Background: an optimization exercise with open tools, aiming at small area. Do not read the settings as production practice. No functional check of the RTL was part of this run. No activity file was given, so power comes from the tool's default toggle rates.

[flow/constraint.sdc]
create_clock -name core_clock -period 5.0 [get_ports {clk}]
set_input_delay 1.0000 -clock core_clock [delete_from_list [all_inputs] [get_ports {clk}]]
set_output_delay 1.0000 -clock core_clock [all_outputs]
set_load 0.01 [all_outputs]
[flow/design.v]
module booth_sel
(
	input logic onen, twon, negn, nzn,
	input logic [7:0] w,
	output logic [8:0] p
);
	logic [7:0] tn;
	assign tn = w ^ {8{negn}};
	assign p[0] = ~((onen | tn[0]) & (twon | negn));
	genvar b;
	generate
		for (b = 1; b < 8; b = b + 1) begin : g_b
			assign p[b] = ~((onen | tn[b]) & (twon | tn[b-1]));
		end
	endgenerate
	assign p[8] = nzn | tn[7];
endmodule
module fa
(
	input logic a, b, ci,
	output logic s, co
);
	assign s = a ^ b ^ ci;
	assign co = (a & b) | (a & ci) | (b & ci);
endmodule
module ha
(
	input logic a, b,
	output logic s, co
);
	assign s = a ^ b;
	assign co = a & b;
endmodule
module booth_enc
(
	input logic [31:0] a,
	output logic [47:0] e,
	output logic [8:0] n
);
	integer k, i;
	logic x2, x1, x0;
	always_comb begin
		n = 9'd0;
		for (k = 0; k < 4; k = k + 1) begin
			for (i = 0; i < 4; i = i + 1) begin
				x2 = a[8*k + 2*i + 1];
				x1 = a[8*k + 2*i];
				x0 = (i == 0) ? 1'b0 : a[8*k + 2*i - 1];
				e[4*k + i] = ~(x1 ^ x0);
				e[16 + 4*k + i] = ~((x2 & ~x1 & ~x0) | (~x2 & x1 & x0));
				e[32 + 4*k + i] = ~(x2 & ~(x1 & x0));
				n = n + ({8'd0, x2 & ~(x1 & x0)} << (2*i));
			end
		end
	end
endmodule
module dot_lo
(
	input logic [15:0] onen, twon, negn, nzn,
	input logic [31:0] w,
	input logic [19:0] acc0,
	input logic [8:0] n,
	output logic [19:0] sa, sb
);
  wire [8:0] p0_0;
  booth_sel b0_0 (.onen(onen[0]), .twon(twon[0]), .negn(negn[0]), .nzn(nzn[0]), .w(w[0 +: 8]), .p(p0_0));
  wire [8:0] p0_1;
  booth_sel b0_1 (.onen(onen[1]), .twon(twon[1]), .negn(negn[1]), .nzn(nzn[1]), .w(w[0 +: 8]), .p(p0_1));
  wire [8:0] p0_2;
  booth_sel b0_2 (.onen(onen[2]), .twon(twon[2]), .negn(negn[2]), .nzn(nzn[2]), .w(w[0 +: 8]), .p(p0_2));
  wire [8:0] p0_3;
  booth_sel b0_3 (.onen(onen[3]), .twon(twon[3]), .negn(negn[3]), .nzn(nzn[3]), .w(w[0 +: 8]), .p(p0_3));
  wire [8:0] p1_0;
  booth_sel b1_0 (.onen(onen[4]), .twon(twon[4]), .negn(negn[4]), .nzn(nzn[4]), .w(w[8 +: 8]), .p(p1_0));
  wire [8:0] p1_1;
  booth_sel b1_1 (.onen(onen[5]), .twon(twon[5]), .negn(negn[5]), .nzn(nzn[5]), .w(w[8 +: 8]), .p(p1_1));
  wire [8:0] p1_2;
  booth_sel b1_2 (.onen(onen[6]), .twon(twon[6]), .negn(negn[6]), .nzn(nzn[6]), .w(w[8 +: 8]), .p(p1_2));
  wire [8:0] p1_3;
  booth_sel b1_3 (.onen(onen[7]), .twon(twon[7]), .negn(negn[7]), .nzn(nzn[7]), .w(w[8 +: 8]), .p(p1_3));
  wire [8:0] p2_0;
  booth_sel b2_0 (.onen(onen[8]), .twon(twon[8]), .negn(negn[8]), .nzn(nzn[8]), .w(w[16 +: 8]), .p(p2_0));
  wire [8:0] p2_1;
  booth_sel b2_1 (.onen(onen[9]), .twon(twon[9]), .negn(negn[9]), .nzn(nzn[9]), .w(w[16 +: 8]), .p(p2_1));
  wire [8:0] p2_2;
  booth_sel b2_2 (.onen(onen[10]), .twon(twon[10]), .negn(negn[10]), .nzn(nzn[10]), .w(w[16 +: 8]), .p(p2_2));
  wire [8:0] p2_3;
  booth_sel b2_3 (.onen(onen[11]), .twon(twon[11]), .negn(negn[11]), .nzn(nzn[11]), .w(w[16 +: 8]), .p(p2_3));
  wire [8:0] p3_0;
  booth_sel b3_0 (.onen(onen[12]), .twon(twon[12]), .negn(negn[12]), .nzn(nzn[12]), .w(w[24 +: 8]), .p(p3_0));
  wire [8:0] p3_1;
  booth_sel b3_1 (.onen(onen[13]), .twon(twon[13]), .negn(negn[13]), .nzn(nzn[13]), .w(w[24 +: 8]), .p(p3_1));
  wire [8:0] p3_2;
  booth_sel b3_2 (.onen(onen[14]), .twon(twon[14]), .negn(negn[14]), .nzn(nzn[14]), .w(w[24 +: 8]), .p(p3_2));
  wire [8:0] p3_3;
  booth_sel b3_3 (.onen(onen[15]), .twon(twon[15]), .negn(negn[15]), .nzn(nzn[15]), .w(w[24 +: 8]), .p(p3_3));
  wire i11_0 = ~p0_2[7];
  wire i12_0 = ~p0_2[8];
  wire i14_0 = ~p0_3[8];
  wire i16_0 = ~acc0[16];
  wire i18_0 = ~acc0[18];
  wire i19_0 = ~acc0[19];
  wire s1, c1;
  fa f1 (.a(n[4]), .b(p0_0[4]), .ci(p0_1[2]), .s(s1), .co(c1));
  wire s2, c2;
  fa f2 (.a(n[5]), .b(p0_0[5]), .ci(p0_1[3]), .s(s2), .co(c2));
  wire s3, c3;
  fa f3 (.a(n[6]), .b(p0_0[6]), .ci(p0_1[4]), .s(s3), .co(c3));
  wire s4, c4;
  fa f4 (.a(p0_2[2]), .b(p0_3[0]), .ci(p1_0[6]), .s(s4), .co(c4));
  wire s5, c5;
  fa f5 (.a(p1_1[4]), .b(p1_2[2]), .ci(p1_3[0]), .s(s5), .co(c5));
  wire s6, c6;
  fa f6 (.a(n[7]), .b(p0_0[7]), .ci(p0_1[5]), .s(s6), .co(c6));
  wire s7, c7;
  fa f7 (.a(p0_2[3]), .b(p0_3[1]), .ci(p1_0[7]), .s(s7), .co(c7));
  wire s8, c8;
  fa f8 (.a(p1_1[5]), .b(p1_2[3]), .ci(p1_3[1]), .s(s8), .co(c8));
  wire s9, c9;
  fa f9 (.a(p2_0[7]), .b(p2_1[5]), .ci(p2_2[3]), .s(s9), .co(c9));
  wire s10, c10;
  fa f10 (.a(n[8]), .b(p0_0[8]), .ci(p0_1[6]), .s(s10), .co(c10));
  wire s11, c11;
  fa f11 (.a(p0_2[4]), .b(p0_3[2]), .ci(p1_0[8]), .s(s11), .co(c11));
  wire s12, c12;
  fa f12 (.a(p1_1[6]), .b(p1_2[4]), .ci(p1_3[2]), .s(s12), .co(c12));
  wire s13, c13;
  fa f13 (.a(p2_0[8]), .b(p2_1[6]), .ci(p2_2[4]), .s(s13), .co(c13));
  wire s14, c14;
  fa f14 (.a(p2_3[2]), .b(p3_0[8]), .ci(p3_1[6]), .s(s14), .co(c14));
  wire s15, c15;
  fa f15 (.a(p0_1[7]), .b(p0_2[5]), .ci(p0_3[3]), .s(s15), .co(c15));
  wire s16, c16;
  fa f16 (.a(p1_1[7]), .b(p1_2[5]), .ci(p1_3[3]), .s(s16), .co(c16));
  wire s17, c17;
  fa f17 (.a(p2_1[7]), .b(p2_2[5]), .ci(p2_3[3]), .s(s17), .co(c17));
  wire s18, c18;
  fa f18 (.a(p0_1[8]), .b(p0_2[6]), .ci(p0_3[4]), .s(s18), .co(c18));
  wire s19, c19;
  fa f19 (.a(p1_1[8]), .b(p1_2[6]), .ci(p1_3[4]), .s(s19), .co(c19));
  wire s20, c20;
  fa f20 (.a(n[2]), .b(p0_0[2]), .ci(p0_1[0]), .s(s20), .co(c20));
  wire s21, c21;
  fa f21 (.a(n[3]), .b(p0_0[3]), .ci(p0_1[1]), .s(s21), .co(c21));
  wire s22, c22;
  fa f22 (.a(p0_2[0]), .b(p1_0[4]), .ci(p1_1[2]), .s(s22), .co(c22));
  wire s23, c23;
  fa f23 (.a(p1_2[0]), .b(p2_0[4]), .ci(p2_1[2]), .s(s23), .co(c23));
  wire s24, c24;
  fa f24 (.a(p0_2[1]), .b(p1_0[5]), .ci(p1_1[3]), .s(s24), .co(c24));
  wire s25, c25;
  fa f25 (.a(p1_2[1]), .b(p2_0[5]), .ci(p2_1[3]), .s(s25), .co(c25));
  wire s26, c26;
  fa f26 (.a(p2_2[1]), .b(p3_0[5]), .ci(p3_1[3]), .s(s26), .co(c26));
  wire s27, c27;
  fa f27 (.a(p2_0[6]), .b(p2_1[4]), .ci(p2_2[2]), .s(s27), .co(c27));
  wire s28, c28;
  fa f28 (.a(p2_3[0]), .b(p3_0[6]), .ci(p3_1[4]), .s(s28), .co(c28));
  wire s29, c29;
  fa f29 (.a(p3_2[2]), .b(p3_3[0]), .ci(acc0[6]), .s(s29), .co(c29));
  wire s30, c30;
  fa f30 (.a(c2), .b(s3), .ci(s4), .s(s30), .co(c30));
  wire s31, c31;
  fa f31 (.a(p2_3[1]), .b(p3_0[7]), .ci(p3_1[5]), .s(s31), .co(c31));
  wire s32, c32;
  fa f32 (.a(p3_2[3]), .b(p3_3[1]), .ci(acc0[7]), .s(s32), .co(c32));
  wire s33, c33;
  fa f33 (.a(c3), .b(c4), .ci(c5), .s(s33), .co(c33));
  wire s34, c34;
  fa f34 (.a(s6), .b(s7), .ci(s8), .s(s34), .co(c34));
  wire s35, c35;
  fa f35 (.a(p3_2[4]), .b(p3_3[2]), .ci(acc0[8]), .s(s35), .co(c35));
  wire s36, c36;
  fa f36 (.a(c6), .b(c7), .ci(c8), .s(s36), .co(c36));
  wire s37, c37;
  fa f37 (.a(c9), .b(s10), .ci(s11), .s(s37), .co(c37));
  wire s38, c38;
  fa f38 (.a(s12), .b(s13), .ci(s14), .s(s38), .co(c38));
  wire s39, c39;
  fa f39 (.a(p3_1[7]), .b(p3_2[5]), .ci(p3_3[3]), .s(s39), .co(c39));
  wire s40, c40;
  fa f40 (.a(acc0[9]), .b(c10), .ci(c11), .s(s40), .co(c40));
  wire s41, c41;
  fa f41 (.a(c12), .b(c13), .ci(c14), .s(s41), .co(c41));
  wire s42, c42;
  fa f42 (.a(s15), .b(s16), .ci(s17), .s(s42), .co(c42));
  wire s43, c43;
  fa f43 (.a(p2_1[8]), .b(p2_2[6]), .ci(p2_3[4]), .s(s43), .co(c43));
  wire s44, c44;
  fa f44 (.a(p3_1[8]), .b(p3_2[6]), .ci(p3_3[4]), .s(s44), .co(c44));
  wire s45, c45;
  fa f45 (.a(acc0[10]), .b(c15), .ci(c16), .s(s45), .co(c45));
  wire s46, c46;
  fa f46 (.a(c17), .b(s18), .ci(s19), .s(s46), .co(c46));
  wire s47, c47;
  fa f47 (.a(p0_3[5]), .b(p1_2[7]), .ci(p1_3[5]), .s(s47), .co(c47));
  wire s48, c48;
  fa f48 (.a(p2_2[7]), .b(p2_3[5]), .ci(p3_2[7]), .s(s48), .co(c48));
  wire s49, c49;
  fa f49 (.a(p3_3[5]), .b(i11_0), .ci(acc0[11]), .s(s49), .co(c49));
  wire s50, c50;
  fa f50 (.a(p0_2[7]), .b(p0_3[6]), .ci(p1_2[8]), .s(s50), .co(c50));
  wire s51, c51;
  fa f51 (.a(p1_3[6]), .b(p2_2[8]), .ci(p2_3[6]), .s(s51), .co(c51));
  wire s52, c52;
  fa f52 (.a(p1_0[2]), .b(p1_1[0]), .ci(p2_0[2]), .s(s52), .co(c52));
  wire s53, c53;
  fa f53 (.a(p1_0[3]), .b(p1_1[1]), .ci(p2_0[3]), .s(s53), .co(c53));
  wire s54, c54;
  fa f54 (.a(p2_1[1]), .b(p3_0[3]), .ci(p3_1[1]), .s(s54), .co(c54));
  wire s55, c55;
  fa f55 (.a(p2_2[0]), .b(p3_0[4]), .ci(p3_1[2]), .s(s55), .co(c55));
  wire s56, c56;
  fa f56 (.a(p3_2[0]), .b(acc0[4]), .ci(c21), .s(s56), .co(c56));
  wire s57, c57;
  fa f57 (.a(s1), .b(s22), .ci(s23), .s(s57), .co(c57));
  wire s58, c58;
  fa f58 (.a(p3_2[1]), .b(acc0[5]), .ci(c1), .s(s58), .co(c58));
  wire s59, c59;
  fa f59 (.a(c22), .b(c23), .ci(s2), .s(s59), .co(c59));
  wire s60, c60;
  fa f60 (.a(s24), .b(s25), .ci(s26), .s(s60), .co(c60));
  wire s61, c61;
  fa f61 (.a(c24), .b(c25), .ci(c26), .s(s61), .co(c61));
  wire s62, c62;
  fa f62 (.a(s27), .b(s28), .ci(s5), .s(s62), .co(c62));
  wire hs1, hc1;
  ha h1 (.a(s29), .b(s30), .s(hs1), .co(hc1));
  wire s63, c63;
  fa f63 (.a(c27), .b(c28), .ci(s31), .s(s63), .co(c63));
  wire s64, c64;
  fa f64 (.a(s9), .b(c29), .ci(s32), .s(s64), .co(c64));
  wire s65, c65;
  fa f65 (.a(c30), .b(s33), .ci(s34), .s(s65), .co(c65));
  wire s66, c66;
  fa f66 (.a(c31), .b(c32), .ci(s35), .s(s66), .co(c66));
  wire s67, c67;
  fa f67 (.a(c33), .b(c34), .ci(s36), .s(s67), .co(c67));
  wire hs2, hc2;
  ha h2 (.a(s37), .b(s38), .s(hs2), .co(hc2));
  wire s68, c68;
  fa f68 (.a(s39), .b(c35), .ci(c36), .s(s68), .co(c68));
  wire s69, c69;
  fa f69 (.a(c37), .b(c38), .ci(s40), .s(s69), .co(c69));
  wire hs3, hc3;
  ha h3 (.a(s41), .b(s42), .s(hs3), .co(hc3));
  wire s70, c70;
  fa f70 (.a(c39), .b(s43), .ci(s44), .s(s70), .co(c70));
  wire s71, c71;
  fa f71 (.a(c40), .b(c41), .ci(c42), .s(s71), .co(c71));
  wire hs4, hc4;
  ha h4 (.a(s45), .b(s46), .s(hs4), .co(hc4));
  wire s72, c72;
  fa f72 (.a(c18), .b(c19), .ci(c43), .s(s72), .co(c72));
  wire s73, c73;
  fa f73 (.a(c44), .b(s47), .ci(s48), .s(s73), .co(c73));
  wire s74, c74;
  fa f74 (.a(s49), .b(c45), .ci(c46), .s(s74), .co(c74));
  wire s75, c75;
  fa f75 (.a(p3_2[8]), .b(p3_3[6]), .ci(i12_0), .s(s75), .co(c75));
  wire s76, c76;
  fa f76 (.a(acc0[12]), .b(c47), .ci(c48), .s(s76), .co(c76));
  wire s77, c77;
  fa f77 (.a(s50), .b(s51), .ci(c49), .s(s77), .co(c77));
  wire s78, c78;
  fa f78 (.a(p0_2[8]), .b(p0_3[7]), .ci(p1_3[7]), .s(s78), .co(c78));
  wire s79, c79;
  fa f79 (.a(p2_3[7]), .b(p3_3[7]), .ci(acc0[13]), .s(s79), .co(c79));
  wire hs5, hc5;
  ha h5 (.a(c50), .b(c51), .s(hs5), .co(hc5));
  wire s80, c80;
  fa f80 (.a(p1_3[8]), .b(p2_3[8]), .ci(p3_3[8]), .s(s80), .co(c80));
  wire s81, c81;
  fa f81 (.a(n[0]), .b(p0_0[0]), .ci(p1_0[0]), .s(s81), .co(c81));
  wire s82, c82;
  fa f82 (.a(n[1]), .b(p0_0[1]), .ci(p1_0[1]), .s(s82), .co(c82));
  wire s83, c83;
  fa f83 (.a(p2_0[1]), .b(p3_0[1]), .ci(acc0[1]), .s(s83), .co(c83));
  wire s84, c84;
  fa f84 (.a(p2_1[0]), .b(p3_0[2]), .ci(p3_1[0]), .s(s84), .co(c84));
  wire s85, c85;
  fa f85 (.a(acc0[2]), .b(s20), .ci(s52), .s(s85), .co(c85));
  wire s86, c86;
  fa f86 (.a(acc0[3]), .b(c20), .ci(c52), .s(s86), .co(c86));
  wire s87, c87;
  fa f87 (.a(s21), .b(s53), .ci(s54), .s(s87), .co(c87));
  wire s88, c88;
  fa f88 (.a(c53), .b(c54), .ci(s55), .s(s88), .co(c88));
  wire hs6, hc6;
  ha h6 (.a(s56), .b(s57), .s(hs6), .co(hc6));
  wire s89, c89;
  fa f89 (.a(c55), .b(c56), .ci(s58), .s(s89), .co(c89));
  wire s90, c90;
  fa f90 (.a(c57), .b(s59), .ci(s60), .s(s90), .co(c90));
  wire s91, c91;
  fa f91 (.a(c58), .b(c59), .ci(c60), .s(s91), .co(c91));
  wire s92, c92;
  fa f92 (.a(s61), .b(s62), .ci(hs1), .s(s92), .co(c92));
  wire s93, c93;
  fa f93 (.a(c61), .b(c62), .ci(s63), .s(s93), .co(c93));
  wire s94, c94;
  fa f94 (.a(s64), .b(hc1), .ci(s65), .s(s94), .co(c94));
  wire s95, c95;
  fa f95 (.a(c63), .b(c64), .ci(s66), .s(s95), .co(c95));
  wire s96, c96;
  fa f96 (.a(hs2), .b(c65), .ci(s67), .s(s96), .co(c96));
  wire s97, c97;
  fa f97 (.a(c66), .b(s68), .ci(c67), .s(s97), .co(c97));
  wire s98, c98;
  fa f98 (.a(hc2), .b(hs3), .ci(s69), .s(s98), .co(c98));
  wire s99, c99;
  fa f99 (.a(s70), .b(c68), .ci(c69), .s(s99), .co(c99));
  wire s100, c100;
  fa f100 (.a(hc3), .b(hs4), .ci(s71), .s(s100), .co(c100));
  wire s101, c101;
  fa f101 (.a(c70), .b(s72), .ci(s73), .s(s101), .co(c101));
  wire s102, c102;
  fa f102 (.a(c71), .b(hc4), .ci(s74), .s(s102), .co(c102));
  wire s103, c103;
  fa f103 (.a(s75), .b(c72), .ci(c73), .s(s103), .co(c103));
  wire s104, c104;
  fa f104 (.a(s76), .b(s77), .ci(c74), .s(s104), .co(c104));
  wire s105, c105;
  fa f105 (.a(c75), .b(s78), .ci(hs5), .s(s105), .co(c105));
  wire s106, c106;
  fa f106 (.a(s79), .b(c76), .ci(c77), .s(s106), .co(c106));
  wire s107, c107;
  fa f107 (.a(i14_0), .b(acc0[14]), .ci(c78), .s(s107), .co(c107));
  wire s108, c108;
  fa f108 (.a(s80), .b(hc5), .ci(c79), .s(s108), .co(c108));
  wire s109, c109;
  fa f109 (.a(p0_3[8]), .b(acc0[15]), .ci(c80), .s(s109), .co(c109));
  wire s110, c110;
  fa f110 (.a(p2_0[0]), .b(p3_0[0]), .ci(acc0[0]), .s(s110), .co(c110));
  wire s111, c111;
  fa f111 (.a(c81), .b(s82), .ci(s83), .s(s111), .co(c111));
  wire s112, c112;
  fa f112 (.a(c82), .b(s84), .ci(c83), .s(s112), .co(c112));
  wire s113, c113;
  fa f113 (.a(c84), .b(c85), .ci(s86), .s(s113), .co(c113));
  wire s114, c114;
  fa f114 (.a(c86), .b(c87), .ci(s88), .s(s114), .co(c114));
  wire s115, c115;
  fa f115 (.a(c88), .b(hc6), .ci(s89), .s(s115), .co(c115));
  wire s116, c116;
  fa f116 (.a(c89), .b(c90), .ci(s91), .s(s116), .co(c116));
  wire s117, c117;
  fa f117 (.a(c91), .b(s93), .ci(c92), .s(s117), .co(c117));
  wire s118, c118;
  fa f118 (.a(c93), .b(s95), .ci(c94), .s(s118), .co(c118));
  wire s119, c119;
  fa f119 (.a(c95), .b(s97), .ci(c96), .s(s119), .co(c119));
  wire s120, c120;
  fa f120 (.a(c97), .b(s99), .ci(c98), .s(s120), .co(c120));
  wire s121, c121;
  fa f121 (.a(s101), .b(c99), .ci(c100), .s(s121), .co(c121));
  wire s122, c122;
  fa f122 (.a(s103), .b(c101), .ci(c102), .s(s122), .co(c122));
  wire s123, c123;
  fa f123 (.a(s105), .b(c103), .ci(s106), .s(s123), .co(c123));
  wire s124, c124;
  fa f124 (.a(s107), .b(c105), .ci(s108), .s(s124), .co(c124));
  wire s125, c125;
  fa f125 (.a(c107), .b(s109), .ci(c108), .s(s125), .co(c125));
  wire s126, c126;
  fa f126 (.a(s85), .b(s112), .ci(c111), .s(s126), .co(c126));
  wire s127, c127;
  fa f127 (.a(s87), .b(c112), .ci(s113), .s(s127), .co(c127));
  wire s128, c128;
  fa f128 (.a(c113), .b(hs6), .ci(s114), .s(s128), .co(c128));
  wire s129, c129;
  fa f129 (.a(c114), .b(s90), .ci(s115), .s(s129), .co(c129));
  wire s130, c130;
  fa f130 (.a(c115), .b(s92), .ci(s116), .s(s130), .co(c130));
  wire s131, c131;
  fa f131 (.a(c116), .b(s94), .ci(s117), .s(s131), .co(c131));
  wire s132, c132;
  fa f132 (.a(s96), .b(c117), .ci(s118), .s(s132), .co(c132));
  wire s133, c133;
  fa f133 (.a(s98), .b(c118), .ci(s119), .s(s133), .co(c133));
  wire s134, c134;
  fa f134 (.a(s100), .b(c119), .ci(s120), .s(s134), .co(c134));
  wire s135, c135;
  fa f135 (.a(s102), .b(c120), .ci(s121), .s(s135), .co(c135));
  wire s136, c136;
  fa f136 (.a(s104), .b(c121), .ci(s122), .s(s136), .co(c136));
  wire s137, c137;
  fa f137 (.a(c104), .b(s123), .ci(c122), .s(s137), .co(c137));
  wire s138, c138;
  fa f138 (.a(c106), .b(s124), .ci(c123), .s(s138), .co(c138));
  wire hs7, hc7;
  ha h7 (.a(c124), .b(s125), .s(hs7), .co(hc7));
  wire s139, c139;
  fa f139 (.a(i16_0), .b(c109), .ci(c125), .s(s139), .co(c139));
  wire hs8, hc8;
  ha h8 (.a(acc0[16]), .b(acc0[17]), .s(hs8), .co(hc8));
  assign sa = {acc0[18], hc8, c139, hc7, c138, c137, c136, c135, c134, c133, c132, c131, c130, c129, c128, c127, c126, s126, c110, s81};
  assign sb = {i19_0, i18_0, hs8, s139, hs7, s138, s137, s136, s135, s134, s133, s132, s131, s130, s129, s128, s127, 1'b0, s111, s110};
endmodule
module dot_hi
(
	input logic [15:0] onen, twon, negn, nzn,
	input logic [31:0] w,
	input logic [19:0] acc0,
	input logic [19:0] acc1,
	input logic [8:0] n,
	output logic [19:0] sa, sb
);
  wire [8:0] p0_0;
  booth_sel b0_0 (.onen(onen[0]), .twon(twon[0]), .negn(negn[0]), .nzn(nzn[0]), .w(w[0 +: 8]), .p(p0_0));
  wire [8:0] p0_1;
  booth_sel b0_1 (.onen(onen[1]), .twon(twon[1]), .negn(negn[1]), .nzn(nzn[1]), .w(w[0 +: 8]), .p(p0_1));
  wire [8:0] p0_2;
  booth_sel b0_2 (.onen(onen[2]), .twon(twon[2]), .negn(negn[2]), .nzn(nzn[2]), .w(w[0 +: 8]), .p(p0_2));
  wire [8:0] p0_3;
  booth_sel b0_3 (.onen(onen[3]), .twon(twon[3]), .negn(negn[3]), .nzn(nzn[3]), .w(w[0 +: 8]), .p(p0_3));
  wire [8:0] p1_0;
  booth_sel b1_0 (.onen(onen[4]), .twon(twon[4]), .negn(negn[4]), .nzn(nzn[4]), .w(w[8 +: 8]), .p(p1_0));
  wire [8:0] p1_1;
  booth_sel b1_1 (.onen(onen[5]), .twon(twon[5]), .negn(negn[5]), .nzn(nzn[5]), .w(w[8 +: 8]), .p(p1_1));
  wire [8:0] p1_2;
  booth_sel b1_2 (.onen(onen[6]), .twon(twon[6]), .negn(negn[6]), .nzn(nzn[6]), .w(w[8 +: 8]), .p(p1_2));
  wire [8:0] p1_3;
  booth_sel b1_3 (.onen(onen[7]), .twon(twon[7]), .negn(negn[7]), .nzn(nzn[7]), .w(w[8 +: 8]), .p(p1_3));
  wire [8:0] p2_0;
  booth_sel b2_0 (.onen(onen[8]), .twon(twon[8]), .negn(negn[8]), .nzn(nzn[8]), .w(w[16 +: 8]), .p(p2_0));
  wire [8:0] p2_1;
  booth_sel b2_1 (.onen(onen[9]), .twon(twon[9]), .negn(negn[9]), .nzn(nzn[9]), .w(w[16 +: 8]), .p(p2_1));
  wire [8:0] p2_2;
  booth_sel b2_2 (.onen(onen[10]), .twon(twon[10]), .negn(negn[10]), .nzn(nzn[10]), .w(w[16 +: 8]), .p(p2_2));
  wire [8:0] p2_3;
  booth_sel b2_3 (.onen(onen[11]), .twon(twon[11]), .negn(negn[11]), .nzn(nzn[11]), .w(w[16 +: 8]), .p(p2_3));
  wire [8:0] p3_0;
  booth_sel b3_0 (.onen(onen[12]), .twon(twon[12]), .negn(negn[12]), .nzn(nzn[12]), .w(w[24 +: 8]), .p(p3_0));
  wire [8:0] p3_1;
  booth_sel b3_1 (.onen(onen[13]), .twon(twon[13]), .negn(negn[13]), .nzn(nzn[13]), .w(w[24 +: 8]), .p(p3_1));
  wire [8:0] p3_2;
  booth_sel b3_2 (.onen(onen[14]), .twon(twon[14]), .negn(negn[14]), .nzn(nzn[14]), .w(w[24 +: 8]), .p(p3_2));
  wire [8:0] p3_3;
  booth_sel b3_3 (.onen(onen[15]), .twon(twon[15]), .negn(negn[15]), .nzn(nzn[15]), .w(w[24 +: 8]), .p(p3_3));
  wire s1, c1;
  fa f1 (.a(acc0[4]), .b(acc1[4]), .ci(n[4]), .s(s1), .co(c1));
  wire s2, c2;
  fa f2 (.a(acc0[5]), .b(acc1[5]), .ci(n[5]), .s(s2), .co(c2));
  wire s3, c3;
  fa f3 (.a(p0_0[5]), .b(p0_1[3]), .ci(p0_2[1]), .s(s3), .co(c3));
  wire s4, c4;
  fa f4 (.a(acc0[6]), .b(acc1[6]), .ci(n[6]), .s(s4), .co(c4));
  wire s5, c5;
  fa f5 (.a(p0_0[6]), .b(p0_1[4]), .ci(p0_2[2]), .s(s5), .co(c5));
  wire s6, c6;
  fa f6 (.a(p0_3[0]), .b(p1_0[6]), .ci(p1_1[4]), .s(s6), .co(c6));
  wire s7, c7;
  fa f7 (.a(p1_2[2]), .b(p1_3[0]), .ci(p2_0[6]), .s(s7), .co(c7));
  wire s8, c8;
  fa f8 (.a(acc0[7]), .b(acc1[7]), .ci(n[7]), .s(s8), .co(c8));
  wire s9, c9;
  fa f9 (.a(p0_0[7]), .b(p0_1[5]), .ci(p0_2[3]), .s(s9), .co(c9));
  wire s10, c10;
  fa f10 (.a(p0_3[1]), .b(p1_0[7]), .ci(p1_1[5]), .s(s10), .co(c10));
  wire s11, c11;
  fa f11 (.a(p1_2[3]), .b(p1_3[1]), .ci(p2_0[7]), .s(s11), .co(c11));
  wire s12, c12;
  fa f12 (.a(p2_1[5]), .b(p2_2[3]), .ci(p2_3[1]), .s(s12), .co(c12));
  wire s13, c13;
  fa f13 (.a(acc0[8]), .b(acc1[8]), .ci(n[8]), .s(s13), .co(c13));
  wire s14, c14;
  fa f14 (.a(p0_0[8]), .b(p0_1[6]), .ci(p0_2[4]), .s(s14), .co(c14));
  wire s15, c15;
  fa f15 (.a(p0_3[2]), .b(p1_0[8]), .ci(p1_1[6]), .s(s15), .co(c15));
  wire s16, c16;
  fa f16 (.a(p1_2[4]), .b(p1_3[2]), .ci(p2_0[8]), .s(s16), .co(c16));
  wire s17, c17;
  fa f17 (.a(p2_1[6]), .b(p2_2[4]), .ci(p2_3[2]), .s(s17), .co(c17));
  wire s18, c18;
  fa f18 (.a(p3_0[8]), .b(p3_1[6]), .ci(p3_2[4]), .s(s18), .co(c18));
  wire s19, c19;
  fa f19 (.a(acc0[9]), .b(acc1[9]), .ci(p0_1[7]), .s(s19), .co(c19));
  wire s20, c20;
  fa f20 (.a(p0_2[5]), .b(p0_3[3]), .ci(p1_1[7]), .s(s20), .co(c20));
  wire s21, c21;
  fa f21 (.a(p1_2[5]), .b(p1_3[3]), .ci(p2_1[7]), .s(s21), .co(c21));
  wire s22, c22;
  fa f22 (.a(p2_2[5]), .b(p2_3[3]), .ci(p3_1[7]), .s(s22), .co(c22));
  wire s23, c23;
  fa f23 (.a(acc0[10]), .b(acc1[10]), .ci(p0_1[8]), .s(s23), .co(c23));
  wire s24, c24;
  fa f24 (.a(p0_2[6]), .b(p0_3[4]), .ci(p1_1[8]), .s(s24), .co(c24));
  wire s25, c25;
  fa f25 (.a(p1_2[6]), .b(p1_3[4]), .ci(p2_1[8]), .s(s25), .co(c25));
  wire s26, c26;
  fa f26 (.a(acc0[2]), .b(acc1[2]), .ci(n[2]), .s(s26), .co(c26));
  wire s27, c27;
  fa f27 (.a(acc0[3]), .b(acc1[3]), .ci(n[3]), .s(s27), .co(c27));
  wire s28, c28;
  fa f28 (.a(p0_0[3]), .b(p0_1[1]), .ci(p1_0[3]), .s(s28), .co(c28));
  wire s29, c29;
  fa f29 (.a(p0_0[4]), .b(p0_1[2]), .ci(p0_2[0]), .s(s29), .co(c29));
  wire s30, c30;
  fa f30 (.a(p1_0[4]), .b(p1_1[2]), .ci(p1_2[0]), .s(s30), .co(c30));
  wire s31, c31;
  fa f31 (.a(p2_0[4]), .b(p2_1[2]), .ci(p2_2[0]), .s(s31), .co(c31));
  wire s32, c32;
  fa f32 (.a(p1_0[5]), .b(p1_1[3]), .ci(p1_2[1]), .s(s32), .co(c32));
  wire s33, c33;
  fa f33 (.a(p2_0[5]), .b(p2_1[3]), .ci(p2_2[1]), .s(s33), .co(c33));
  wire s34, c34;
  fa f34 (.a(p3_0[5]), .b(p3_1[3]), .ci(p3_2[1]), .s(s34), .co(c34));
  wire s35, c35;
  fa f35 (.a(p2_1[4]), .b(p2_2[2]), .ci(p2_3[0]), .s(s35), .co(c35));
  wire s36, c36;
  fa f36 (.a(p3_0[6]), .b(p3_1[4]), .ci(p3_2[2]), .s(s36), .co(c36));
  wire s37, c37;
  fa f37 (.a(p3_3[0]), .b(c2), .ci(s4), .s(s37), .co(c37));
  wire s38, c38;
  fa f38 (.a(c3), .b(s5), .ci(s6), .s(s38), .co(c38));
  wire s39, c39;
  fa f39 (.a(p3_0[7]), .b(p3_1[5]), .ci(p3_2[3]), .s(s39), .co(c39));
  wire s40, c40;
  fa f40 (.a(p3_3[1]), .b(c4), .ci(s8), .s(s40), .co(c40));
  wire s41, c41;
  fa f41 (.a(c5), .b(c6), .ci(c7), .s(s41), .co(c41));
  wire s42, c42;
  fa f42 (.a(s10), .b(s11), .ci(s12), .s(s42), .co(c42));
  wire s43, c43;
  fa f43 (.a(p3_3[2]), .b(c8), .ci(s13), .s(s43), .co(c43));
  wire s44, c44;
  fa f44 (.a(c10), .b(c11), .ci(c12), .s(s44), .co(c44));
  wire s45, c45;
  fa f45 (.a(c9), .b(s14), .ci(s15), .s(s45), .co(c45));
  wire s46, c46;
  fa f46 (.a(s16), .b(s17), .ci(s18), .s(s46), .co(c46));
  wire s47, c47;
  fa f47 (.a(p3_2[5]), .b(p3_3[3]), .ci(c13), .s(s47), .co(c47));
  wire s48, c48;
  fa f48 (.a(c14), .b(c15), .ci(c16), .s(s48), .co(c48));
  wire s49, c49;
  fa f49 (.a(c17), .b(c18), .ci(s19), .s(s49), .co(c49));
  wire s50, c50;
  fa f50 (.a(s20), .b(s21), .ci(s22), .s(s50), .co(c50));
  wire s51, c51;
  fa f51 (.a(p2_2[6]), .b(p2_3[4]), .ci(p3_1[8]), .s(s51), .co(c51));
  wire s52, c52;
  fa f52 (.a(p3_2[6]), .b(p3_3[4]), .ci(c19), .s(s52), .co(c52));
  wire s53, c53;
  fa f53 (.a(c20), .b(c21), .ci(c22), .s(s53), .co(c53));
  wire s54, c54;
  fa f54 (.a(s23), .b(s24), .ci(s25), .s(s54), .co(c54));
  wire s55, c55;
  fa f55 (.a(acc0[11]), .b(acc1[11]), .ci(p0_2[7]), .s(s55), .co(c55));
  wire s56, c56;
  fa f56 (.a(p0_3[5]), .b(p1_2[7]), .ci(p1_3[5]), .s(s56), .co(c56));
  wire s57, c57;
  fa f57 (.a(p2_2[7]), .b(p2_3[5]), .ci(p3_2[7]), .s(s57), .co(c57));
  wire s58, c58;
  fa f58 (.a(p3_3[5]), .b(c23), .ci(c24), .s(s58), .co(c58));
  wire s59, c59;
  fa f59 (.a(acc0[12]), .b(acc1[12]), .ci(p0_2[8]), .s(s59), .co(c59));
  wire s60, c60;
  fa f60 (.a(p0_3[6]), .b(p1_2[8]), .ci(p1_3[6]), .s(s60), .co(c60));
  wire s61, c61;
  fa f61 (.a(p2_2[8]), .b(p2_3[6]), .ci(p3_2[8]), .s(s61), .co(c61));
  wire s62, c62;
  fa f62 (.a(acc0[0]), .b(acc1[0]), .ci(n[0]), .s(s62), .co(c62));
  wire s63, c63;
  fa f63 (.a(acc0[1]), .b(acc1[1]), .ci(n[1]), .s(s63), .co(c63));
  wire s64, c64;
  fa f64 (.a(p0_0[2]), .b(p0_1[0]), .ci(p1_0[2]), .s(s64), .co(c64));
  wire s65, c65;
  fa f65 (.a(p1_1[0]), .b(p2_0[2]), .ci(p2_1[0]), .s(s65), .co(c65));
  wire s66, c66;
  fa f66 (.a(p1_1[1]), .b(p2_0[3]), .ci(p2_1[1]), .s(s66), .co(c66));
  wire s67, c67;
  fa f67 (.a(p3_0[3]), .b(p3_1[1]), .ci(c26), .s(s67), .co(c67));
  wire s68, c68;
  fa f68 (.a(p3_0[4]), .b(p3_1[2]), .ci(p3_2[0]), .s(s68), .co(c68));
  wire s69, c69;
  fa f69 (.a(c27), .b(s1), .ci(c28), .s(s69), .co(c69));
  wire s70, c70;
  fa f70 (.a(s29), .b(s30), .ci(s31), .s(s70), .co(c70));
  wire s71, c71;
  fa f71 (.a(c1), .b(s2), .ci(c29), .s(s71), .co(c71));
  wire s72, c72;
  fa f72 (.a(c30), .b(c31), .ci(s3), .s(s72), .co(c72));
  wire s73, c73;
  fa f73 (.a(s32), .b(s33), .ci(s34), .s(s73), .co(c73));
  wire s74, c74;
  fa f74 (.a(c32), .b(c33), .ci(c34), .s(s74), .co(c74));
  wire s75, c75;
  fa f75 (.a(s35), .b(s36), .ci(s7), .s(s75), .co(c75));
  wire hs1, hc1;
  ha h1 (.a(s37), .b(s38), .s(hs1), .co(hc1));
  wire s76, c76;
  fa f76 (.a(c35), .b(c36), .ci(s39), .s(s76), .co(c76));
  wire s77, c77;
  fa f77 (.a(s9), .b(c37), .ci(s40), .s(s77), .co(c77));
  wire s78, c78;
  fa f78 (.a(c38), .b(s41), .ci(s42), .s(s78), .co(c78));
  wire s79, c79;
  fa f79 (.a(c39), .b(c40), .ci(s43), .s(s79), .co(c79));
  wire s80, c80;
  fa f80 (.a(c41), .b(c42), .ci(s44), .s(s80), .co(c80));
  wire hs2, hc2;
  ha h2 (.a(s45), .b(s46), .s(hs2), .co(hc2));
  wire s81, c81;
  fa f81 (.a(s47), .b(c43), .ci(c44), .s(s81), .co(c81));
  wire s82, c82;
  fa f82 (.a(c45), .b(c46), .ci(s48), .s(s82), .co(c82));
  wire hs3, hc3;
  ha h3 (.a(s49), .b(s50), .s(hs3), .co(hc3));
  wire s83, c83;
  fa f83 (.a(c47), .b(s51), .ci(c48), .s(s83), .co(c83));
  wire s84, c84;
  fa f84 (.a(c49), .b(s52), .ci(c50), .s(s84), .co(c84));
  wire hs4, hc4;
  ha h4 (.a(s53), .b(s54), .s(hs4), .co(hc4));
  wire s85, c85;
  fa f85 (.a(c25), .b(c51), .ci(s55), .s(s85), .co(c85));
  wire s86, c86;
  fa f86 (.a(s56), .b(s57), .ci(c52), .s(s86), .co(c86));
  wire s87, c87;
  fa f87 (.a(c53), .b(c54), .ci(s58), .s(s87), .co(c87));
  wire s88, c88;
  fa f88 (.a(p3_3[6]), .b(c55), .ci(c56), .s(s88), .co(c88));
  wire s89, c89;
  fa f89 (.a(c57), .b(s59), .ci(s60), .s(s89), .co(c89));
  wire hs5, hc5;
  ha h5 (.a(s61), .b(c58), .s(hs5), .co(hc5));
  wire s90, c90;
  fa f90 (.a(acc0[13]), .b(acc1[13]), .ci(p0_3[7]), .s(s90), .co(c90));
  wire s91, c91;
  fa f91 (.a(p1_3[7]), .b(p2_3[7]), .ci(p3_3[7]), .s(s91), .co(c91));
  wire s92, c92;
  fa f92 (.a(c59), .b(c60), .ci(c61), .s(s92), .co(c92));
  wire s93, c93;
  fa f93 (.a(acc0[14]), .b(acc1[14]), .ci(p0_3[8]), .s(s93), .co(c93));
  wire s94, c94;
  fa f94 (.a(p1_3[8]), .b(p2_3[8]), .ci(p3_3[8]), .s(s94), .co(c94));
  wire s95, c95;
  fa f95 (.a(p0_0[0]), .b(p1_0[0]), .ci(p2_0[0]), .s(s95), .co(c95));
  wire s96, c96;
  fa f96 (.a(p0_0[1]), .b(p1_0[1]), .ci(p2_0[1]), .s(s96), .co(c96));
  wire s97, c97;
  fa f97 (.a(p3_0[1]), .b(c62), .ci(s63), .s(s97), .co(c97));
  wire s98, c98;
  fa f98 (.a(p3_0[2]), .b(p3_1[0]), .ci(c63), .s(s98), .co(c98));
  wire s99, c99;
  fa f99 (.a(s26), .b(s64), .ci(s65), .s(s99), .co(c99));
  wire s100, c100;
  fa f100 (.a(s27), .b(c64), .ci(c65), .s(s100), .co(c100));
  wire s101, c101;
  fa f101 (.a(s28), .b(s66), .ci(s67), .s(s101), .co(c101));
  wire s102, c102;
  fa f102 (.a(c66), .b(c67), .ci(s68), .s(s102), .co(c102));
  wire hs6, hc6;
  ha h6 (.a(s69), .b(s70), .s(hs6), .co(hc6));
  wire s103, c103;
  fa f103 (.a(c68), .b(c69), .ci(s71), .s(s103), .co(c103));
  wire s104, c104;
  fa f104 (.a(c70), .b(s72), .ci(s73), .s(s104), .co(c104));
  wire s105, c105;
  fa f105 (.a(c71), .b(c72), .ci(c73), .s(s105), .co(c105));
  wire s106, c106;
  fa f106 (.a(s74), .b(s75), .ci(hs1), .s(s106), .co(c106));
  wire s107, c107;
  fa f107 (.a(c74), .b(c75), .ci(s76), .s(s107), .co(c107));
  wire s108, c108;
  fa f108 (.a(s77), .b(hc1), .ci(s78), .s(s108), .co(c108));
  wire s109, c109;
  fa f109 (.a(c76), .b(c77), .ci(s79), .s(s109), .co(c109));
  wire s110, c110;
  fa f110 (.a(hs2), .b(c78), .ci(s80), .s(s110), .co(c110));
  wire s111, c111;
  fa f111 (.a(c79), .b(s81), .ci(c80), .s(s111), .co(c111));
  wire s112, c112;
  fa f112 (.a(hc2), .b(hs3), .ci(s82), .s(s112), .co(c112));
  wire s113, c113;
  fa f113 (.a(c81), .b(s83), .ci(c82), .s(s113), .co(c113));
  wire s114, c114;
  fa f114 (.a(hc3), .b(hs4), .ci(s84), .s(s114), .co(c114));
  wire s115, c115;
  fa f115 (.a(s85), .b(c83), .ci(s86), .s(s115), .co(c115));
  wire s116, c116;
  fa f116 (.a(c84), .b(hc4), .ci(s87), .s(s116), .co(c116));
  wire s117, c117;
  fa f117 (.a(c85), .b(s88), .ci(s89), .s(s117), .co(c117));
  wire s118, c118;
  fa f118 (.a(hs5), .b(c86), .ci(c87), .s(s118), .co(c118));
  wire s119, c119;
  fa f119 (.a(s90), .b(s91), .ci(c88), .s(s119), .co(c119));
  wire s120, c120;
  fa f120 (.a(c89), .b(s92), .ci(hc5), .s(s120), .co(c120));
  wire s121, c121;
  fa f121 (.a(c90), .b(c91), .ci(s93), .s(s121), .co(c121));
  wire hs7, hc7;
  ha h7 (.a(s94), .b(c92), .s(hs7), .co(hc7));
  wire s122, c122;
  fa f122 (.a(acc0[15]), .b(acc1[15]), .ci(c93), .s(s122), .co(c122));
  wire s123, c123;
  fa f123 (.a(c96), .b(s98), .ci(c97), .s(s123), .co(c123));
  wire s124, c124;
  fa f124 (.a(c98), .b(c99), .ci(s100), .s(s124), .co(c124));
  wire s125, c125;
  fa f125 (.a(c100), .b(c101), .ci(s102), .s(s125), .co(c125));
  wire s126, c126;
  fa f126 (.a(c102), .b(hc6), .ci(s103), .s(s126), .co(c126));
  wire s127, c127;
  fa f127 (.a(c103), .b(c104), .ci(s105), .s(s127), .co(c127));
  wire s128, c128;
  fa f128 (.a(c105), .b(s107), .ci(c106), .s(s128), .co(c128));
  wire s129, c129;
  fa f129 (.a(c107), .b(s109), .ci(c108), .s(s129), .co(c129));
  wire s130, c130;
  fa f130 (.a(c109), .b(s111), .ci(c110), .s(s130), .co(c130));
  wire s131, c131;
  fa f131 (.a(c111), .b(s113), .ci(c112), .s(s131), .co(c131));
  wire s132, c132;
  fa f132 (.a(c113), .b(s115), .ci(c114), .s(s132), .co(c132));
  wire s133, c133;
  fa f133 (.a(s117), .b(c115), .ci(s118), .s(s133), .co(c133));
  wire s134, c134;
  fa f134 (.a(s119), .b(c117), .ci(s120), .s(s134), .co(c134));
  wire s135, c135;
  fa f135 (.a(s121), .b(hs7), .ci(c119), .s(s135), .co(c135));
  wire s136, c136;
  fa f136 (.a(c94), .b(c121), .ci(s122), .s(s136), .co(c136));
  wire s137, c137;
  fa f137 (.a(acc0[16]), .b(acc1[16]), .ci(c122), .s(s137), .co(c137));
  wire s138, c138;
  fa f138 (.a(p3_0[0]), .b(s62), .ci(s95), .s(s138), .co(c138));
  wire s139, c139;
  fa f139 (.a(c95), .b(s96), .ci(s97), .s(s139), .co(c139));
  wire hs8, hc8;
  ha h8 (.a(s123), .b(s99), .s(hs8), .co(hc8));
  wire s140, c140;
  fa f140 (.a(c123), .b(s101), .ci(s124), .s(s140), .co(c140));
  wire s141, c141;
  fa f141 (.a(c124), .b(hs6), .ci(s125), .s(s141), .co(c141));
  wire s142, c142;
  fa f142 (.a(c125), .b(s104), .ci(s126), .s(s142), .co(c142));
  wire s143, c143;
  fa f143 (.a(c126), .b(s106), .ci(s127), .s(s143), .co(c143));
  wire s144, c144;
  fa f144 (.a(c127), .b(s108), .ci(s128), .s(s144), .co(c144));
  wire s145, c145;
  fa f145 (.a(s110), .b(c128), .ci(s129), .s(s145), .co(c145));
  wire s146, c146;
  fa f146 (.a(s112), .b(c129), .ci(s130), .s(s146), .co(c146));
  wire s147, c147;
  fa f147 (.a(s114), .b(c130), .ci(s131), .s(s147), .co(c147));
  wire s148, c148;
  fa f148 (.a(s116), .b(c131), .ci(s132), .s(s148), .co(c148));
  wire s149, c149;
  fa f149 (.a(c116), .b(c132), .ci(s133), .s(s149), .co(c149));
  wire s150, c150;
  fa f150 (.a(c118), .b(s134), .ci(c133), .s(s150), .co(c150));
  wire s151, c151;
  fa f151 (.a(c120), .b(s135), .ci(c134), .s(s151), .co(c151));
  wire s152, c152;
  fa f152 (.a(hc7), .b(s136), .ci(c135), .s(s152), .co(c152));
  wire hs9, hc9;
  ha h9 (.a(c136), .b(s137), .s(hs9), .co(hc9));
  wire s153, c153;
  fa f153 (.a(acc0[17]), .b(acc1[17]), .ci(c137), .s(s153), .co(c153));
  wire hs10, hc10;
  ha h10 (.a(acc0[18]), .b(acc1[18]), .s(hs10), .co(hc10));
  wire hs11, hc11;
  ha h11 (.a(acc0[19]), .b(acc1[19]), .s(hs11), .co(hc11));
  assign sa = {hc10, c153, hc9, c152, c151, c150, c149, c148, c147, c146, c145, c144, c143, c142, c141, c140, hc8, c139, c138, s138};
  assign sb = {hs11, hs10, s153, hs9, s152, s151, s150, s149, s148, s147, s146, s145, s144, s143, s142, s141, s140, hs8, s139, 1'b0};
endmodule
module cpa20
(
	input logic [19:0] a, b,
	output logic [19:0] s
);
  wire [19:0] r, g;
  ha h0 (.a(a[0]), .b(b[0]), .s(r[0]), .co(g[0]));
  fa f1 (.a(a[1]), .b(b[1]), .ci(g[0]), .s(r[1]), .co(g[1]));
  fa f2 (.a(a[2]), .b(b[2]), .ci(g[1]), .s(r[2]), .co(g[2]));
  fa f3 (.a(a[3]), .b(b[3]), .ci(g[2]), .s(r[3]), .co(g[3]));
  fa f4 (.a(a[4]), .b(b[4]), .ci(g[3]), .s(r[4]), .co(g[4]));
  fa f5 (.a(a[5]), .b(b[5]), .ci(g[4]), .s(r[5]), .co(g[5]));
  fa f6 (.a(a[6]), .b(b[6]), .ci(g[5]), .s(r[6]), .co(g[6]));
  assign s[6:0] = r[6:0];
  wire c1 = g[6];
  ha h7 (.a(a[7]), .b(b[7]), .s(r[7]), .co(g[7]));
  fa f8 (.a(a[8]), .b(b[8]), .ci(g[7]), .s(r[8]), .co(g[8]));
  fa f9 (.a(a[9]), .b(b[9]), .ci(g[8]), .s(r[9]), .co(g[9]));
  fa f10 (.a(a[10]), .b(b[10]), .ci(g[9]), .s(r[10]), .co(g[10]));
  fa f11 (.a(a[11]), .b(b[11]), .ci(g[10]), .s(r[11]), .co(g[11]));
  fa f12 (.a(a[12]), .b(b[12]), .ci(g[11]), .s(r[12]), .co(g[12]));
  fa f13 (.a(a[13]), .b(b[13]), .ci(g[12]), .s(r[13]), .co(g[13]));
  wire [7:0] p1;
  assign p1[0] = 1'b1;
  assign p1[1] = p1[0] & r[7];
  assign s[7] = r[7] ^ (c1 & p1[0]);
  assign p1[2] = p1[1] & r[8];
  assign s[8] = r[8] ^ (c1 & p1[1]);
  assign p1[3] = p1[2] & r[9];
  assign s[9] = r[9] ^ (c1 & p1[2]);
  assign p1[4] = p1[3] & r[10];
  assign s[10] = r[10] ^ (c1 & p1[3]);
  assign p1[5] = p1[4] & r[11];
  assign s[11] = r[11] ^ (c1 & p1[4]);
  assign p1[6] = p1[5] & r[12];
  assign s[12] = r[12] ^ (c1 & p1[5]);
  assign p1[7] = p1[6] & r[13];
  assign s[13] = r[13] ^ (c1 & p1[6]);
  wire c2 = g[13] | (c1 & p1[7]);
  ha h14 (.a(a[14]), .b(b[14]), .s(r[14]), .co(g[14]));
  fa f15 (.a(a[15]), .b(b[15]), .ci(g[14]), .s(r[15]), .co(g[15]));
  fa f16 (.a(a[16]), .b(b[16]), .ci(g[15]), .s(r[16]), .co(g[16]));
  fa f17 (.a(a[17]), .b(b[17]), .ci(g[16]), .s(r[17]), .co(g[17]));
  fa f18 (.a(a[18]), .b(b[18]), .ci(g[17]), .s(r[18]), .co(g[18]));
  fa f19 (.a(a[19]), .b(b[19]), .ci(g[18]), .s(r[19]), .co(g[19]));
  wire [6:0] p2;
  assign p2[0] = 1'b1;
  assign p2[1] = p2[0] & r[14];
  assign s[14] = r[14] ^ (c2 & p2[0]);
  assign p2[2] = p2[1] & r[15];
  assign s[15] = r[15] ^ (c2 & p2[1]);
  assign p2[3] = p2[2] & r[16];
  assign s[16] = r[16] ^ (c2 & p2[2]);
  assign p2[4] = p2[3] & r[17];
  assign s[17] = r[17] ^ (c2 & p2[3]);
  assign p2[5] = p2[4] & r[18];
  assign s[18] = r[18] ^ (c2 & p2[4]);
  assign p2[6] = p2[5] & r[19];
  assign s[19] = r[19] ^ (c2 & p2[5]);
  wire c3 = g[19] | (c2 & p2[6]);
endmodule
module multiply_matrix
(
    input clk,
    input load,
	input load_w,
	input [159:0] c,
    input [63:0] a,
	input [63:0] b,
    output logic [159:0] out
);
	logic [63:0] w [0:7];
	logic [63:0] a1;
	logic [31:0] a2;
	logic [47:0] e2, e3;
	logic [8:0] n2, n3;
	logic [159:0] s0a, s0b, s1a, s1b;
	logic [159:0] s [2:7];
	logic [47:0] e_lo, e_hi;
	logic [8:0] n_lo, n_hi;
	booth_enc enc_lo (.a(a1[31:0]), .e(e_lo), .n(n_lo));
	booth_enc enc_hi (.a(a2), .e(e_hi), .n(n_hi));
	logic [15:0] nzn2, nzn3;
	assign nzn2 = e2[15:0] & e2[31:16];
	assign nzn3 = e3[15:0] & e3[31:16];
	logic [159:0] t0a, t0b, t1a, t1b, sum;
	genvar j;
	generate
		for (j = 0; j < 8; j = j + 1) begin : g_dot
			dot_lo dl (.onen(e2[15:0]), .twon(e2[31:16]), .negn(e2[47:32]), .nzn(nzn2), .w(w[j][31:0]),
				.acc0(c[20*j +: 20]), .n(n2), .sa(t0a[20*j +: 20]), .sb(t0b[20*j +: 20]));
			dot_hi dh (.onen(e3[15:0]), .twon(e3[31:16]), .negn(e3[47:32]), .nzn(nzn3), .w(w[j][63:32]),
				.acc0(s0a[20*j +: 20]), .acc1(s0b[20*j +: 20]), .n(n3),
				.sa(t1a[20*j +: 20]), .sb(t1b[20*j +: 20]));
			cpa20 ad (.a(s1a[20*j +: 20]), .b(s1b[20*j +: 20]), .s(sum[20*j +: 20]));
		end
	endgenerate
	integer i;
	always @(posedge clk) begin
		if (load_w) begin
			w[0] <= b;
			for (i = 1; i < 8; i = i + 1)
				w[i] <= w[i-1];
		end
		if (load) begin
			a1 <= a;
			e2 <= e_lo;
			n2 <= n_lo;
			a2 <= a1[63:32];
			e3 <= e_hi;
			n3 <= n_hi;
			s0a <= t0a;
			s0b <= t0b;
			s1a <= t1a;
			s1b <= t1b;
			s[2] <= sum;
			for (i = 3; i < 8; i = i + 1)
				s[i] <= s[i-1];
		end
	end
	assign out = s[7];
endmodule
[flow/run.sh]
#!/bin/bash
# synth_recipe.tcl (not shown) runs the flow's synth.tcl, then flattens the netlist and writes it again
# the make line also repeats each setting of config.mk as NAME=value (left out here)
make -C /OpenROAD-flow-scripts/flow DESIGN_CONFIG=/design/flow/config.mk WORK_HOME=/design/flow/orfs CLKGATE_MAP_FILE= SYNTH_SCRIPT=/design/flow/synth_recipe.tcl finish
[flow/config.mk]
export PLATFORM = sky130hd
export DESIGN_NAME = multiply_matrix
export DESIGN_NICKNAME = multiply_matrix
export VERILOG_FILES = /design/flow/design.v
export SDC_FILE = /design/flow/constraint.sdc
export NUM_CORES = 8
export LEC_CHECK = 0
export CAP_MARGIN = 20
export CORE_MARGIN = 2
export CORE_UTILIZATION = 60
export CTS_BUF_LIST = sky130_fd_sc_hd__clkbuf_4 sky130_fd_sc_hd__clkbuf_8
export CTS_CLUSTER_DIAMETER = 60
export CTS_CLUSTER_SIZE = 20
export PLACE_DENSITY = 0.72
export SLEW_MARGIN = 20
export SYNTH_HIERARCHICAL = 1
==> summary.txt <==
[report_power, final]
part / leakage (nW) / total (mW) / internal [mW] / switching, mW
logic: 39.6 / 91.7 / 40.0 / 51.7
clock network: 2.31 / 12.5 / 4.77 / 7.76
registers: 22.7 / 40.0 / 36.0 / 4.04
[layer usage]
metal,vias to the layer above,track usage [%]
li1,39200,-
met1,51900,58.2
met2,7901,55.7
met3,1447,15.9
met4,12,19.1
met5,-,0
[worst reg2reg max path, delay by kind of cell, from the launching register on]
kind | cells | cell delay, ns
compound gates | 1 | 0.17
xor+xnor | 1 | 0.31
fa+ha+maj | 6 | 2.88
buf+inv | 2 | 0.66
flops | 1 | 0.41
[registers in the layout (all words and copies together), names as in the netlist]
signal,count
a1,64
a2,32
e2,48
e3,48
n2,9
n3,9
s,960
s0a,160
s0b,160
s1a,160
s1b,160
w,512
[worst paths after layout]
path	start	endpoint
min reg2reg	s[2][5]	s[3][5]
max	e3[37]	s1b[110]
min	s[2][5]	s[3][5]
max reg2reg	e3[37]	s1b[110]
[area by class of cell]
class	instances	area, um2	area share (%)
Antenna cell	40	100	0.0564
Tap cell	3724	4660	2.63
Clock inverter	131	1730	0.976
Multi-Input combinational cell	7466	87600	49.4
Timing Repair Buffer	945	10200	5.76
Sequential cell	2322	69700	39.3
Inverter	124	465	0.262
Clock buffer	216	2930	1.65
[modules after synthesis, one instance, submodules excluded]
| module | flip-flops and latches | cells inside | area [um2] | times used |
|---|---|---|---|---|
| multiply_matrix | 2322 | 2354 | 69900 | 1 |
| booth_enc | 0 | 139 | 873 | 2 |
| dot_lo | 0 | 47 | 327 | 8 |
| dot_hi | 0 | 41 | 304 | 8 |
| cpa20 | 0 | 34 | 279 | 8 |
| booth_sel | 0 | 20 | 145 | 256 |
| fa | 0 | 1 | 20.0 | 2472 |
| ha | 0 | 1 | 12.5 | 176 |
[cell families after synthesis]
logic type      after synthesis  share of synthesized area (%)
fa+ha+maj                  2714                           31.3
flops                      2322                           41.6
xor+xnor                   2144                           11.2
compound gates             2094                           7.84
buf+inv                    1588                           6.25
simple gates                498                           1.79
other cells                  16                         0.0358
[synth_stat cells (4+ instances only)]
cell type / n
fa_1: 2480
edfxtp_1: 2322
xor2_1: 2116
o22ai_1: 2048
buf_4: 696
buf_1: 512
buf_6: 256
or2_1: 256
ha_1: 234
inv_1: 124
nor2_1: 60
nand2_1: 58
and2_1: 32
xnor2_1: 28
a21oi_1: 26
nor2b_1: 18
and4_4: 16
conb_1: 16
nor3b_2: 16
nand3_1: 12
nand2b_1: 10
a21oi_4: 8
and3_2: 8
nand4_1: 8
a31oi_1: 4
==> summary.txt <==
run status timing/DRC/antenna clean; I/O pins 451; first-pass GRT wire length 803000 um; Area after DPL 0.173 mm2; Pwr Density 813 mW/mm2; Port Buf Inserts 450; post-layout min period 4.77 ns; CP Cell Sequence buf_12 -> buf_4 -> xor2_1 -> o22ai_1 -> fa_1 -> fa_1 -> fa_1 -> fa_1 -> fa_1 -> fa_1; Seq/Total Area, Yosys 41.6%; cells after synthesis 11.4k; Vias/cell 6.71; Final period util 95.4%; # hold bufs at CTS 0; initial core utilization 60.2%; Area contributors post-synth edfxtp_1 42%, fa_1 30%, xor2_1 11%; cts bufs inserted 206; post-layout util 63.7%; TritonRoute pass-1 iters 7; global route total overflow 0; Post-Syn Area 0.168 mm2; hold depth 0; Pwr Total 144 mW; worst r2r path cells 10; Peak supply drop 0.737 mV; initial antenna violation count 33; commonest non-fill, non-tap cells in the layout 2480 x fa_1, 2322 x edfxtp_1, 2116 x xor2_1, 2048 x o22ai_1, 448 x clkdlybuf4s50_1; CTS tree done; vias in the first global route 104k; CORE AREA 0.279 mm2; share of the synthesized area in the top cell type 41.6%; Critical Path Stages 10; Hold Vio Cnt, Final 0; die outline width 533 um; clk sink count 2322; worst hold margin 0.373 ns; Post-CTS Setup Inserts 0; layout cells sized above 1 7.93%; RSZ-0062 raised after global routing no; critical path class register to register; worst path bufs/invs 2; placed wire-length estimate 448000 um; Max Buffers Root-to-Sink 4; final setup fails 0; Max FO, Critical Path 31; fmax 0.210 GHz; max layer used met5; Nets 14.1k; Slew Limit Fails 0; pin slew with the least headroom to its limit 1.04 ns; setup TNS 0 ns; met3 WL 83400 um; pre-CTS WS 0.411 ns; met1 wire length 224000 um; root buffer cell clkbuf_8; drt wl/cell 38.5 um; gr usage total 41.0%; DR vias 100k; startpoint types register; fin area 0.177 mm2; Synth-to-Final Area Change 5.73%; Starting DRT DRC Count 15.2k; Max-cap violations 0; # DRC 0; Worst setup EP type register; area leader, netlist edfxtp_1; Avg Cell Area, Syn 14.7 um2; Post-Route WL 577000 um; Async SR Flop Fraction 0%; Clock Pin Slew Worst Setup and Hold Paths 0.11 ns; Crit path top cell by count fa_1; Die H 533 um; worst stage delay on the critical path 0.62 ns; Reg2Reg Setup Slack 0.23 ns; met2 wire len 236000 um; CP max stage cell fa_1; Final Skew 0.110 ns; Resized Gates After CTS 0; worst hold path class register to register; Clock Latency Late Sink 1.14 ns; pin count of the biggest net entering global routing 194; Yosys warning count 12; Crit path max-delay family adder cells; synth unique cells 31; commonest non-fill, non-tap cell in the layout fa_1; setup ws final 0.228 ns; max_slew headroom 30.7%; Seq cells post-synth 2322; ys flop type edfxtp_1; post-route ant nets 0; WP data required 5.78 ns; Placed Cells 14.6k; post-synth net total 14.4k; EDFF count, synth 2322; FILL cells 20.2k; Leak Pwr 64.6 nW; Rows 194; gpl congestion 1.06; Die ar. 0.284 mm2; H-tree Lvls 4; Critical Path AT 5.55 ns; Non-Filler Instances 15.0k

==> port drivers added, routing unchanged <==
Ports are ideal in the flow. The routed layout listed here was re-timed in OpenROAD.
Step 1 assumes that a clkbuf_16 drives the clock port and a buf_2 every other input.
Step 2 adds t to the input delays and takes it off the output delays; t is the mean of the earliest and latest rising clock arrival at the registers after step 1. Input paths then give back, and output paths get back, about the clock's delay inside the block.
Three values: ideal ports, drivers, drivers and shift; two values: the first two.
t, ns: 1.197
setup WS [ns]: 0.228 / 0.228 / 0.228
pins driven straight from the clock port: 1
After both steps setup and hold are still met in this run. The setup slack of this run moves by 0.000 ns with the drivers and by 0.000 ns with both steps.
